Context: an optimization exercise on an open-source flow, tuned for small area. The choices shown serve that exercise and are no tape-out recipe. RTL that was checked went through simulation tests only; none was proved equivalent to the original. The clock input has no modelled driver; a real chip could not lean on it and would need a root buffer or a full tree. Power figures rest on the tool's default switching activity, not on a simulated workload.

==> flow/design.v (excerpt) <==
module SAM (str, mode, clk, reset, msg, frame);
	input str;
	input mode;
	input clk;
	input reset;
	output [31:0] msg;
	output reg frame;
	reg [2:0] s;
	localparam [2:0] SN = 3'd0;
	localparam [2:0] SK = 3'd1;
	localparam [2:0] S0 = 3'd2;
	localparam [2:0] S1 = 3'd3;
	localparam [2:0] B0 = 3'd6;
	localparam [2:0] B1 = 3'd7;
	reg [5:0] p;
	reg [4:0] z;
	reg [31:0] Ac;
	reg [31:0] Bc;
	wire [2:0] n = z[2:0];
	wire st_n = (s == SN);
	wire st_k = (s == SK);
	wire cfg = mode & (st_n | st_k);
	wire clr = mode & st_n;
	wire shift = mode & st_k;
	wire dec = ~mode & ~(st_n | st_k);
	wire [5:0] ng;
	assign ng[0] = (n == 3'd0);
	assign ng[1] = (n == 3'd1);
	assign ng[2] = (n == 3'd2);
	assign ng[3] = (n == 3'd3);
	assign ng[4] = (n == 3'd4);
	assign ng[5] = ~(ng[0] | ng[1] | ng[2] | ng[3] | ng[4]);
	wire tap = (ng[0] & Ac[0]) | (ng[1] & Ac[1]) | (ng[2] & Ac[3]) |
		(ng[3] & Ac[7]) | (ng[4] & Ac[15]) | (ng[5] & Ac[31]);
	wire [31:0] ac_sh = {Ac[30:16], Ac[15] | ng[4], Ac[14:8], Ac[7] | ng[3],
		Ac[6:4], Ac[3] | ng[2], Ac[2], Ac[1] | ng[1], Ac[0] | ng[0],
		~str & tap};
	wire [31:0] bc_sh = {Bc[30:0], ~str & ~tap};
	wire keep = ~shift & ~clr;
	always @(posedge clk) begin
		Ac <= (ac_sh | {32{~shift}}) & (Ac | {32{~keep}});
		Bc <= (bc_sh & {32{shift}}) | (Bc & {32{keep}});
	end
	wire P = (s == B1);
	wire Q = (s == B0);
	assign msg = ~((~{32{Q}} | Ac) & (~{32{P}} | Bc));
	wire [5:0] need = st_n ? 6'b000011 :
		{ng[5], ng[5] | ng[4], ~(ng[0] | ng[1] | ng[2]), ~(ng[0] | ng[1]), ~ng[0], 1'b1};
	wire last = &(p | ~need);
	wire stop = &p[5:2];
	wire bnd = str & (z != 5'd0);
	wire shortp = (p <= 6'd8);
	wire accept = dec & ~stop & bnd & ~shortp;
	wire ob = ({z, 1'b0} <= p);
	wire p_clr = (cfg & last) | accept;
	wire p_inc = cfg | (dec & ~stop);
	wire z_clr = (cfg & st_k & last) | accept;
	wire z_inc = dec & ~stop & ~str & ~&z;
	always @(posedge clk) begin
		if (z_clr) z <= 5'd0;
  ...
Size: about 79 flip-flops, roughly 2900 sq um of cells after synthesis.
==> flow/config.mk <==
export PLATFORM = sky130hd
export DESIGN_NAME = SAM
export DESIGN_NICKNAME = SAM
export VERILOG_FILES = /design/flow/design.v
export SDC_FILE = /design/flow/constraint.sdc
export NUM_CORES = 4
export LEC_CHECK = 0
export ABC_AREA = 1
export CAP_MARGIN = 20
export CORE_MARGIN = 2
export CORE_UTILIZATION = 60
export GPL_TIMING_DRIVEN = 0
export SLEW_MARGIN = 20
==> flow/constraint.sdc <==
create_clock -name core_clock -period 10.0 [get_ports {clk}]
set_input_delay 2.0000 -clock core_clock [delete_from_list [all_inputs] [get_ports {clk}]]
set_output_delay 2.0000 -clock core_clock [all_outputs]
set_load 0.01 [all_outputs]
standard.sh (not shown) runs the stock make flow with config.mk's settings and CLKGATE_MAP_FILE= SYNTH_SCRIPT=/design/flow/synth_recipe.tcl, a recipe that flattens the netlist after the stock synthesis.
==> flow/flow/run.sh <==
#!/bin/bash
# Standard ORFS layout with these changes:
#  - synthesis uses an area-oriented ABC script (flow/abc_area.script)
#    in place of ORFS's own, and leaves adders to ABC (no half-adder cells);
#    registers are left as the standard synthesis makes them
#  - ports are buffered with buf_1
#  - the clock tree is MANUAL_CTS_N clock buffers placed at the centres of
#    their groups of registers (flow/manual_cts.tcl) in place of TritonCTS
set -euo pipefail
W=$(pwd)
S="$W/scripts_own"
rm -rf "$S"
cp -r "$FLOW_HOME/scripts" "$S"
cp "$W/flow/abc_area.script" "$S/abc_area.script"
cp "$W/flow/manual_cts.tcl" "$S/manual_cts.tcl"
grep -q '^log_cmd clock_tree_synthesis {\*}\$cts_args$' "$S/cts.tcl"
sed -i 's|^log_cmd clock_tree_synthesis {\*}\$cts_args$|source $::env(SCRIPTS_DIR)/manual_cts.tcl\nmanual_cts $::env(MANUAL_CTS_BUF) $::env(MANUAL_CTS_N)\nset_propagated_clock [all_clocks]|' "$S/cts.tcl"
export SCRIPTS_DIR="$S"
export MANUAL_CTS_BUF=sky130_fd_sc_hd__buf_8
export MANUAL_CTS_N=4
ADDER_MAP_FILE= bash standard.sh synth > "$W/synth.log" 2>&1
export BUFFER_PORTS_ARGS="-buffer_cell sky130_fd_sc_hd__buf_1"
bash standard.sh > "$W/layout.log" 2>&1
Other scripts of this flow, unchanged in this note and not shown: flow/flow/abc_area.script, flow/flow/manual_cts.tcl
Rerun with:
CORE_UTILIZATION = 80   (was 60)
Now the flow stopped in global placement (3_3_place_gp), error GPL-0301.
Synthesized cell count is unchanged.
Synthesized area stays the same.
Rerun with:
CORE_UTILIZATION = 70   (was 80)
The changed run passed the timing, design-rule and antenna checks.
Synthesized cell count stays the same.
Area after synthesis stays the same.
In the first and third runs of this note the design's own scripts or RTL, not TritonCTS, make the clock network.

========
lagoon:
Another version of the RTL of SAM (not shown whole).
For scale: about 37 I/O pins.
export LEC_CHECK = 0
export ABC_AREA = 1
export CAP_MARGIN = 0
export CORE_MARGIN = 2
export CORE_UTILIZATION = 70
export GPL_TIMING_DRIVEN = 0
export PLACE_DENSITY = 0.9
export SLEW_MARGIN = 0
create_clock -name core_clock -period 10.0 [get_ports {clk}]
==> flow/flow/run.sh <==
#!/bin/bash
# Standard ORFS layout with these changes:
#  - synthesis runs once per area-oriented ABC script flow/abc_*.script
#    (in place of ORFS's own abc_area.script), with adders left to ABC
#    (no half-adder cells), and keeps the run whose netlist has the least
#    cell area; registers are left as the standard synthesis makes them
#  - ports are buffered with buf_1
#  - the clock tree is MANUAL_CTS_N clock buffers placed at the centres of
#    their groups of registers (flow/manual_cts.tcl) in place of TritonCTS
set -euo pipefail
W=$(pwd)
S="$W/scripts_own"
rm -rf "$S"
cp -r "$FLOW_HOME/scripts" "$S"
cp "$W/flow/manual_cts.tcl" "$S/manual_cts.tcl"
grep -q '^log_cmd clock_tree_synthesis {\*}\$cts_args$' "$S/cts.tcl"
sed -i 's|^log_cmd clock_tree_synthesis {\*}\$cts_args$|source $::env(SCRIPTS_DIR)/manual_cts.tcl\nmanual_cts $::env(MANUAL_CTS_BUF) $::env(MANUAL_CTS_N)\nset_propagated_clock [all_clocks]|' "$S/cts.tcl"
export SCRIPTS_DIR="$S"
export MANUAL_CTS_BUF=sky130_fd_sc_hd__buf_8
export MANUAL_CTS_N=4
STAT="$W/orfs/reports/sky130hd/SAM/base/synth_stat.txt"
best=""
best_area=""
for f in "$W"/flow/abc_*.script; do
  name=$(basename "$f" .script)
  cp "$f" "$S/abc_area.script"
  rm -rf "$W/orfs"
  ADDER_MAP_FILE= bash standard.sh synth > "$W/synth_$name.log" 2>&1
  area=$(grep "Chip area for module" "$STAT" | awk '{print $NF}')
  echo "$name $area" >> "$W/synth_areas.txt"
  if [[ -z "$best" ]] || awk -v a="$area" -v b="$best_area" 'BEGIN { exit !(a < b) }'; then
    best="$f"
    best_area="$area"
  fi
done
echo "chosen $(basename "$best") $best_area" >> "$W/synth_areas.txt"
cp "$best" "$S/abc_area.script"
rm -rf "$W/orfs"
ADDER_MAP_FILE= bash standard.sh synth > "$W/synth.log" 2>&1
export BUFFER_PORTS_ARGS="-buffer_cell sky130_fd_sc_hd__buf_1"
bash standard.sh > "$W/layout.log" 2>&1
==> flow/flow/abc_s2.script <==
strash
dc2
&get -n
&dch -f
&nf -R 1000
&put
==> flow/flow/abc_t1.script <==
strash
dc2
&get -n
&dch -f
&nf -R 1000
&put
mfs2
strash
dc2
&get -n
&dch -f
&nf -R 1000
&put
==> flow/flow/abc_u6.script <==
strash
dc2
&get -n
&dch
&nf -R 1000
&put
==> flow/flow/abc_u7.script <==
strash
&get -n
&fraig -x
&put
dc2
&get -n
&dch -f
&nf -R 1000
&put
Other scripts of this flow, unchanged in this note and not shown: flow/flow/manual_cts.tcl
Every stage of the flow completed for lagoon, and the final layout passed the timing, design-rule and antenna checks.
What harbor does differently from lagoon at the input level:
diff --git a/flow/config.mk b/flow/config.mk
--- a/flow/config.mk
+++ b/flow/config.mk
@@ -13 +12,0 @@
-export PLACE_DENSITY = 0.9
Notes after the runs:
harbor went all the way through the flow, and no timing, DRC or antenna check failed.
Compared with lagoon, in harbor first-pass GRT wire length fell by 640 µm; post-synthesis to final-layout area growth stayed essentially flat.
Relative to lagoon, worst hold slack has gone up in harbor.
lagoon and harbor ended up with nearly the same sum of internal, switching and leakage power.
Worst path setup slack after routing delta (harbor − lagoon): favourable
Compared with lagoon, harbor shows a pre-CTS worst setup slack that is 0.013 ns higher.
Compared harbor against lagoon; clock slew seen by the registers of the worst setup and hold paths within noise.
Sum of routed wire length over all layers went down by a few percent going from lagoon to harbor.
From lagoon to harbor the numbers moved as follows: summed instance area of the synthesized netlist level; routing usage on met2 moved down; clock tree skew after final layout level.
## Diff of input files: indigo against harbor
==> flow/flow/run.sh <==
#!/bin/bash
# Standard ORFS layout with these changes:
#  - synthesis uses an area-oriented ABC script (flow/abc_area.script)
#    in place of ORFS's own, and leaves adders to ABC (no half-adder cells);
#    registers are left as the standard synthesis makes them
#  - ports are buffered with buf_1
#  - the clock tree is MANUAL_CTS_N clock buffers placed at the centres of
#    their groups of registers (flow/manual_cts.tcl) in place of TritonCTS
set -euo pipefail
W=$(pwd)
S="$W/scripts_own"
rm -rf "$S"
cp -r "$FLOW_HOME/scripts" "$S"
cp "$W/flow/abc_area.script" "$S/abc_area.script"
cp "$W/flow/manual_cts.tcl" "$S/manual_cts.tcl"
grep -q '^log_cmd clock_tree_synthesis {\*}\$cts_args$' "$S/cts.tcl"
sed -i 's|^log_cmd clock_tree_synthesis {\*}\$cts_args$|source $::env(SCRIPTS_DIR)/manual_cts.tcl\nmanual_cts $::env(MANUAL_CTS_BUF) $::env(MANUAL_CTS_N)\nset_propagated_clock [all_clocks]|' "$S/cts.tcl"
export SCRIPTS_DIR="$S"
export MANUAL_CTS_BUF=sky130_fd_sc_hd__buf_8
export MANUAL_CTS_N=4
ADDER_MAP_FILE= bash standard.sh synth > "$W/synth.log" 2>&1
export BUFFER_PORTS_ARGS="-buffer_cell sky130_fd_sc_hd__buf_1"
bash standard.sh > "$W/layout.log" 2>&1
==> flow/flow/abc_area.script (new file) <==
strash
dc2
&get -n
&dch -f
&nf -R 1000
&put
diff --git a/flow/config.mk b/flow/config.mk
--- a/flow/config.mk
+++ b/flow/config.mk
@@ -9 +9 @@
-export CAP_MARGIN = 0
+export CAP_MARGIN = 20
@@ -13 +13 @@
-export SLEW_MARGIN = 0
+export SLEW_MARGIN = 20
removed: flow/flow/abc_s2.script
removed: flow/flow/abc_t1.script
removed: flow/flow/abc_u6.script
removed: flow/flow/abc_u7.script
--- outcome ---
Relative to harbor, sequential area share after synthesis has gone down in indigo.
Per the comparison of indigo with harbor, met2 capacity usage during global routing has increased, cell area went up by about 1%, summed instance area of the synthesized netlist picked up an extra 33 µm².
Via count was lower in the run labelled harbor.
Looking at mean number of vias per cell, indigo sits about 2.5% higher than harbor does.
Taking harbor as the reference point, the utilization of indigo rises by 0.24 points.
> inputs changed (indigo -> cedar)
diff --git a/flow/flow/run.sh b/flow/flow/run.sh
--- a/flow/flow/run.sh
+++ b/flow/flow/run.sh
@@ -3,3 +3,4 @@
-#  - synthesis uses an area-oriented ABC script (flow/abc_area.script)
-#    in place of ORFS's own, and leaves adders to ABC (no half-adder cells);
-#    registers are left as the standard synthesis makes them
+#  - synthesis runs once per area-oriented ABC script flow/abc_*.script
+#    (in place of ORFS's own abc_area.script), with adders left to ABC
+#    (no half-adder cells), and keeps the run whose netlist has the least
+#    cell area; registers are left as the standard synthesis makes them
@@ -14 +14,0 @@
-cp "$W/flow/abc_area.script" "$S/abc_area.script"
@@ -20,0 +21,18 @@
+STAT="$W/orfs/reports/sky130hd/SAM/base/synth_stat.txt"
+best=""
+best_area=""
+for f in "$W"/flow/abc_*.script; do
+  name=$(basename "$f" .script)
+  cp "$f" "$S/abc_area.script"
+  rm -rf "$W/orfs"
+  ADDER_MAP_FILE= bash standard.sh synth > "$W/synth_$name.log" 2>&1
+  area=$(grep "Chip area for module" "$STAT" | awk '{print $NF}')
+  echo "$name $area" >> "$W/synth_areas.txt"
+  if [[ -z "$best" ]] || awk -v a="$area" -v b="$best_area" 'BEGIN { exit !(a < b) }'; then
+    best="$f"
+    best_area="$area"
+  fi
+done
+echo "chosen $(basename "$best") $best_area" >> "$W/synth_areas.txt"
+cp "$best" "$S/abc_area.script"
+rm -rf "$W/orfs"
==> flow/flow/abc_s2.script (new file) <==
strash
dc2
&get -n
&dch -f
&nf -R 1000
&put
==> flow/flow/abc_t1.script (new file) <==
strash
dc2
&get -n
&dch -f
&nf -R 1000
&put
mfs2
strash
dc2
&get -n
&dch -f
&nf -R 1000
&put
==> flow/flow/abc_u6.script (new file) <==
strash
dc2
&get -n
&dch
&nf -R 1000
&put
==> flow/flow/abc_u7.script (new file) <==
strash
&get -n
&fraig -x
&put
dc2
&get -n
&dch -f
&nf -R 1000
&put
removed: flow/flow/abc_area.script
--- outcome ---
- cedar vs indigo on area of the core: cedar is the lower one.
- Going from indigo to cedar, critical path depth shrinks by 2.
- cedar -> indigo: number of diodes added for antenna fixing flat
- Gate count of the mapped netlist | cedar below indigo
- In terms of power, cedar and indigo differ only marginally.
- Compared with indigo, in cedar end-of-flow core utilization shows an increase of 0.20 points, final setup slack of the worst path shows a reduction of 0.050 ns, proportion of cell area occupied by multi-input gates shows a reduction of 0.99 points.
In every run of this note, the design's own scripts or RTL, not TritonCTS, make the clock network.

========
Another version of the RTL of SAM (not shown whole).
Size in the first run: ~270 cells after synthesis, roughly 79 flip-flops, about 2900 um2 of cells after synthesis.
==> flow/config.mk <==
export PLATFORM = sky130hd
export DESIGN_NAME = SAM
export DESIGN_NICKNAME = SAM
export VERILOG_FILES = /design/flow/design.v
export SDC_FILE = /design/flow/constraint.sdc
export NUM_CORES = 4
export LEC_CHECK = 0
export ABC_AREA = 1
export CAP_MARGIN = 0
export CORE_MARGIN = 2
export CORE_UTILIZATION = 70
export GPL_TIMING_DRIVEN = 0
export SLEW_MARGIN = 0
==> flow/constraint.sdc <==
create_clock -name core_clock -period 10.0 [get_ports {clk}]
set_input_delay 2.0000 -clock core_clock [delete_from_list [all_inputs] [get_ports {clk}]]
set_output_delay 2.0000 -clock core_clock [all_outputs]
set_load 0.01 [all_outputs]
==> flow/flow/run.sh <==
#!/bin/bash
# Standard ORFS layout with these changes:
#  - synthesis runs once per area-oriented ABC script flow/abc_*.script
#    (in place of ORFS's own abc_area.script), with adders left to ABC
#    (no half-adder cells), and keeps the run whose netlist has the least
#    cell area; registers are left as the standard synthesis makes them
#  - ports are buffered with buf_1
#  - the clock tree is MANUAL_CTS_N clock buffers placed at the centres of
#    their groups of registers (flow/manual_cts.tcl) in place of TritonCTS
set -euo pipefail
W=$(pwd)
S="$W/scripts_own"
rm -rf "$S"
cp -r "$FLOW_HOME/scripts" "$S"
cp "$W/flow/manual_cts.tcl" "$S/manual_cts.tcl"
grep -q '^log_cmd clock_tree_synthesis {\*}\$cts_args$' "$S/cts.tcl"
sed -i 's|^log_cmd clock_tree_synthesis {\*}\$cts_args$|source $::env(SCRIPTS_DIR)/manual_cts.tcl\nmanual_cts $::env(MANUAL_CTS_BUF) $::env(MANUAL_CTS_N)\nset_propagated_clock [all_clocks]|' "$S/cts.tcl"
export SCRIPTS_DIR="$S"
export MANUAL_CTS_BUF=sky130_fd_sc_hd__buf_8
export MANUAL_CTS_N=4
STAT="$W/orfs/reports/sky130hd/SAM/base/synth_stat.txt"
best=""
best_area=""
for f in "$W"/flow/abc_*.script; do
  name=$(basename "$f" .script)
  cp "$f" "$S/abc_area.script"
  rm -rf "$W/orfs"
  ADDER_MAP_FILE= bash standard.sh synth > "$W/synth_$name.log" 2>&1
  area=$(grep "Chip area for module" "$STAT" | awk '{print $NF}')
  echo "$name $area" >> "$W/synth_areas.txt"
  if [[ -z "$best" ]] || awk -v a="$area" -v b="$best_area" 'BEGIN { exit !(a < b) }'; then
    best="$f"
    best_area="$area"
  fi
done
echo "chosen $(basename "$best") $best_area" >> "$W/synth_areas.txt"
cp "$best" "$S/abc_area.script"
rm -rf "$W/orfs"
ADDER_MAP_FILE= bash standard.sh synth > "$W/synth.log" 2>&1
export BUFFER_PORTS_ARGS="-buffer_cell sky130_fd_sc_hd__buf_1"
bash standard.sh > "$W/layout.log" 2>&1
==> flow/flow/abc_s2.script <==
strash
dc2
&get -n
&dch -f
&nf -R 1000
&put
==> flow/flow/abc_t1.script <==
strash
dc2
&get -n
&dch -f
&nf -R 1000
&put
mfs2
strash
dc2
&get -n
&dch -f
&nf -R 1000
&put
==> flow/flow/abc_u6.script <==
strash
dc2
&get -n
&dch
&nf -R 1000
&put
==> flow/flow/abc_u7.script <==
strash
&get -n
&fraig -x
&put
dc2
&get -n
&dch -f
&nf -R 1000
&put
Other scripts of this flow, unchanged in this note and not shown: flow/flow/manual_cts.tcl
The first run ran to the end with no violations.
Change:
==> flow/flow/run.sh (replaced) <==
#!/bin/bash
# Standard ORFS layout with these changes:
#  - synthesis uses an area-oriented ABC script (flow/abc_area.script)
#    in place of ORFS's own, and leaves adders to ABC (no half-adder cells);
#    registers are left as the standard synthesis makes them
#  - ports are buffered with buf_1
#  - the clock tree is MANUAL_CTS_N clock buffers placed at the centres of
#    their groups of registers (flow/manual_cts.tcl) in place of TritonCTS
set -euo pipefail
W=$(pwd)
S="$W/scripts_own"
rm -rf "$S"
cp -r "$FLOW_HOME/scripts" "$S"
cp "$W/flow/abc_area.script" "$S/abc_area.script"
cp "$W/flow/manual_cts.tcl" "$S/manual_cts.tcl"
grep -q '^log_cmd clock_tree_synthesis {\*}\$cts_args$' "$S/cts.tcl"
sed -i 's|^log_cmd clock_tree_synthesis {\*}\$cts_args$|source $::env(SCRIPTS_DIR)/manual_cts.tcl\nmanual_cts $::env(MANUAL_CTS_BUF) $::env(MANUAL_CTS_N)\nset_propagated_clock [all_clocks]|' "$S/cts.tcl"
export SCRIPTS_DIR="$S"
export MANUAL_CTS_BUF=sky130_fd_sc_hd__buf_8
export MANUAL_CTS_N=4
ADDER_MAP_FILE= bash standard.sh synth > "$W/synth.log" 2>&1
export BUFFER_PORTS_ARGS="-buffer_cell sky130_fd_sc_hd__buf_1"
bash standard.sh > "$W/layout.log" 2>&1
==> flow/flow/abc_area.script (new file) <==
strash
dc2
&get -n
&dch -f
&nf -R 1000
&put
CAP_MARGIN = 20   (was 0)
SLEW_MARGIN = 20   (was 0)
removed: flow/flow/abc_s2.script
removed: flow/flow/abc_t1.script
removed: flow/flow/abc_u6.script
removed: flow/flow/abc_u7.script
Outcome: Power went up by a few percent. Worst setup slack is better by 0.38 ns. Sequential share of layout area went down by 0.18 points. Global-route usage went up by 0.43 points. Synthesized cell count went up slightly. Routed wire length went down by a few percent. Via count went down by a few percent. Critical path depth went up by 1. Die area hardly moves. Final cell count went up slightly.
Function was not checked in any run of this note: the RTL went through the layout flow alone. No run of this note takes its clock network from TritonCTS; it comes from the design's own scripts or RTL.

[re-timing with driven ports]
In the flow no input, the clock included, has a driving cell. The finished layouts below were timed again as built, in two steps. Step 1, drivers: a clkbuf_16 drives clk and a buf_2 each remaining input, both assumed. Step 2 moves the port delays by t, midway between the first and last clock arrival at a register: inputs arrive t later, outputs are due t later. That takes back most of the time a late clock gives input paths. a / b / c = no drivers / after step 1 / after step 2; a / b = the first two.
run | shift t [ns] | setup slack, ns | latest minus earliest clock arrival (ns)
the first run of note 1 | 0.203 | 6.027 / 6.025 / 5.874 | 0.012 / 0.012
the third run of note 1 | 0.197 | 5.885 / 5.932 / 5.735 | 0.009 / 0.009
lagoon | 0.200 | 5.701 / 5.631 / 5.830 | 0.009 / 0.009
harbor | 0.202 | 5.763 / 5.689 / 5.891 | 0.009 / 0.010
indigo | 0.200 | 5.753 / 5.797 / 5.597 | 0.011 / 0.011
cedar | 0.195 | 5.704 / 5.752 / 5.557 | 0.010 / 0.010
the first run of note 3 | 0.201 | 5.680 / 5.609 / 5.624 | 0.012 / 0.013
the second run of note 3 | 0.201 | 6.061 / 5.988 / 6.038 | 0.010 / 0.009
After both steps every run listed still meets setup and hold. The setup slack of indigo, which loses most, moves by +0.044 ns with the drivers and by -0.156 ns with both steps.
